This is an optimization exercise on Yosys and OpenROAD, whose aim is small area, not a production implementation.
The RTL was checked by simulation tests, not by an equivalence proof against the original design.
Power and IR drop assume default switching activity.

run a:
==> flow/design.v (excerpt) <==
module conv_neuron_layer_ffanout
  #
  (
   parameter LAYER_SIZE       = 10,
   parameter LAYER_SIZE_ORDER = 4,
   parameter FEATURE_WIDTH    = 8,
   parameter WEIGHT_WIDTH     = 8,
   parameter WEIGHT_MEM_ORDER = 5,
   parameter OUTPUT_WIDTH     = 8,
   parameter OUTPUT_SHIFT     = 0,
   parameter BIAS_SHIFT       = 0,
   parameter ReLU             = "TRUE"
   )
  (
   input logic                         clk,
   input logic [FEATURE_WIDTH-1:0]     feature_stream,
   input logic                         feature_first,
   input logic                         feature_last,
   input logic [WEIGHT_WIDTH-1:0]      weight_stream,
   input logic [LAYER_SIZE_ORDER-1:0]  weight_id,
   input logic                         weight_first,
   input logic                         weight_last,
   output logic [OUTPUT_WIDTH-1:0]     output_stream,
   output logic [LAYER_SIZE_ORDER-1:0] output_id,
   output logic                        output_valid
   );
==> module conv_neuron, before the edit <==
module conv_neuron
  (
   input  logic        clk,
   input  logic [7:0]  wdx,         
   input  logic [7:0]  wdy,         
   input  logic [7:0]  ins_x,       
   input  logic [7:0]  ins_y,       
   input  logic [7:0]  ins_k,       
   input  logic [7:0]  bdata,       
   input  logic        bias_we,     
   input  logic [31:0] rsel,        
   input  logic        rpol,        
   input  logic [7:0]  feat,        
   input  logic [7:0]  feat_n,      
   input  logic        first,       
   output logic [6:0]  result       
   );
   logic [31:0][7:0] ring;      
   logic [7:0]       bias;
   logic [7:0]       w, w_rn;
   logic [20:0]      acc, ain, sum;
   logic [1:0]       cr, cin, cout;
   logic [13:0]      acc_hi;
   always_ff @(posedge clk)
      if (bias_we) bias <= bdata;
   genvar gr;
   generate
      for (gr = 0; gr < 8; gr++) begin : g_RING
         always_ff @(posedge clk) begin
            ring[4*gr+0] <= ring[4*gr+1];
            ring[4*gr+1] <= ring[4*gr+2];
            ring[4*gr+2] <= ring[4*gr+3];
            ring[4*gr+3] <= ~(({8{ins_x[gr]}} & wdx) | ({8{ins_y[gr]}} & wdy) |
                             ({8{ins_k[gr]}} & ring[4*gr+0]));
         end
      end
   endgenerate
   logic [7:0][10:0] grp_n;
   genvar gb, gg;
   generate
      for (gb = 0; gb < 8; gb++) begin : g_RBIT
         for (gg = 0; gg < 10; gg++) begin : g_RGRP
            conv_aoi222 u_aoi
              (.a1(rsel[3*gg]),   .b1(ring[3*gg][gb]),
               .a2(rsel[3*gg+1]), .b2(ring[3*gg+1][gb]),
               .a3(rsel[3*gg+2]), .b3(ring[3*gg+2][gb]),
               .y(grp_n[gb][gg]));
         end
         conv_aoi22 u_aoi_last
           (.a1(rsel[30]), .b1(ring[30][gb]),
            .a2(rsel[31]), .b2(ring[31][gb]),
            .y(grp_n[gb][10]));
         assign w[gb] = ~&grp_n[gb];
      end
   endgenerate
   assign ain = first ? {{13{bias[7]}}, bias} : acc;
   assign cin = first ? 2'b00 : cr;
   conv_mac u_mac (.wn(w_rn), .f(feat), .fn(feat_n), .ain(ain), .cin(cin), .sum(sum), .cout(cout));
   always_ff @(posedge clk) begin
      w_rn <= ~(w ^ {8{rpol}});
      acc <= sum;
      cr  <= cout;
   end
   assign acc_hi = acc[20:7] + {cr[1], 4'd0, cr[0], 1'b0};
   assign result = acc_hi[13] ? 7'd0 : (|acc_hi) ? 7'h7f : acc[6:0];
endmodule  
make LEC_CHECK=0 CAP_MARGIN=20 CORE_MARGIN=2 CORE_UTILIZATION=40 CTS_BUF_LIST=sky130_fd_sc_hd__clkbuf_16 CTS_CLUSTER_DIAMETER=80 CTS_CLUSTER_SIZE=30 SLEW_MARGIN=20 SYNTH_HIERARCHICAL=1 SYNTH_MINIMUM_KEEP_SIZE=0 finish   # period 6.0 ns
run.sh (not shown) runs the stock make flow with config.mk's settings and CLKGATE_MAP_FILE= SYNTH_SCRIPT=/design/flow/synth_recipe.tcl, a recipe that flattens the netlist after the stock synthesis.
Edits applied to the flow inputs when going from run a to run b:
--- a/flow/design.v
+++ b/flow/design.v
@@ -21,9 +21,9 @@
    logic [20:0]      acc, ain, sum;
    logic [1:0]       cr, cin, cout;
    logic [13:0]      acc_hi;
    always_ff @(posedge clk)
-      if (bias_we) bias <= bdata;
+      if (bias_we) bias <= bdata ^ 8'h80;    
    genvar gr;
    generate
       for (gr = 0; gr < 8; gr++) begin : g_RING
          always_ff @(posedge clk) begin
@@ -52,18 +52,19 @@
             .y(grp_n[gb][10]));
          assign w[gb] = ~&grp_n[gb];
       end
    endgenerate
-   assign ain = first ? {{13{bias[7]}}, bias} : acc;
+   assign ain = first ? {13'd0, bias} : acc;
    assign cin = first ? 2'b00 : cr;
    conv_mac u_mac (.wn(w_rn), .f(feat), .fn(feat_n), .ain(ain), .cin(cin), .sum(sum), .cout(cout));
    always_ff @(posedge clk) begin
       w_rn <= ~(w ^ {8{rpol}});
       acc <= sum;
       cr  <= cout;
    end
    assign acc_hi = acc[20:7] + {cr[1], 4'd0, cr[0], 1'b0};
-   assign result = acc_hi[13] ? 7'd0 : (|acc_hi) ? 7'h7f : acc[6:0];
+   assign result = (acc_hi[13] || acc_hi == 14'd0) ? 7'd0 :
+                   (acc_hi != 14'd1) ? 7'h7f : acc[6:0];
 endmodule  
 module conv_aoi222 (input logic a1, b1, a2, b2, a3, b3, output logic y);
   assign y = ~((a1 & b1) | (a2 & b2) | (a3 & b3));
 endmodule
==> run notes <==
Of the two candidates, run a has the worse total power and run b the better one.
Starting density of the core delta (run a -> run b): insignificant
Number of global-route vias before repair (lower): run b
Summary — final critical-path share of the clock period, run b relative to run a: lower, by 4.7 points.
Compared with run a, via total after detailed routing in run b decreased slightly.
Lower synthesized cell count was reported by run b, not run a.
Going from run a to run b, sequential share of cell area essentially unchanged, switching share of power decreased 0.40 points, count of multi-input gates decreased 30.
Between run a and run b, the difference in final area is negligible.

## re-timing with driven ports
How much do the figures lean on ideal ports? The routed layouts below were timed once more, with nothing changed but the port constraints.
Step 1 (the two cells are an assumption about what drives the block):
set clk [get_ports {clk}]
set_driving_cell -lib_cell sky130_fd_sc_hd__clkbuf_16 $clk
set_driving_cell -lib_cell sky130_fd_sc_hd__buf_2 [delete_from_list [all_inputs] $clk]
Step 2 adds t to the input delays and takes it off the output delays; t is the mean of the earliest and latest rising clock arrival at the registers after step 1. Input paths then give back, and output paths get back, about the clock's delay inside the block.
a / b / c = no drivers / after step 1 / after step 2; a / b = the first two.
run | shift t [ns] | slack for setup (ns) | worst setup path after step 2 | clock arrival spread, ns | worst slew at a driven data input, ns
run a | 0.941 | 0.424 / 0.424 / 0.188 | input to register | 0.085 / 0.085 | 0.18
run b | 0.944 | 0.703 / 0.703 / 0.299 | input to register | 0.086 / 0.086 | 0.12
After both steps setup and hold are still met in every run listed. The setup slack of run b, which loses most, moves by 0.000 ns with the drivers and by -0.404 ns with both steps.
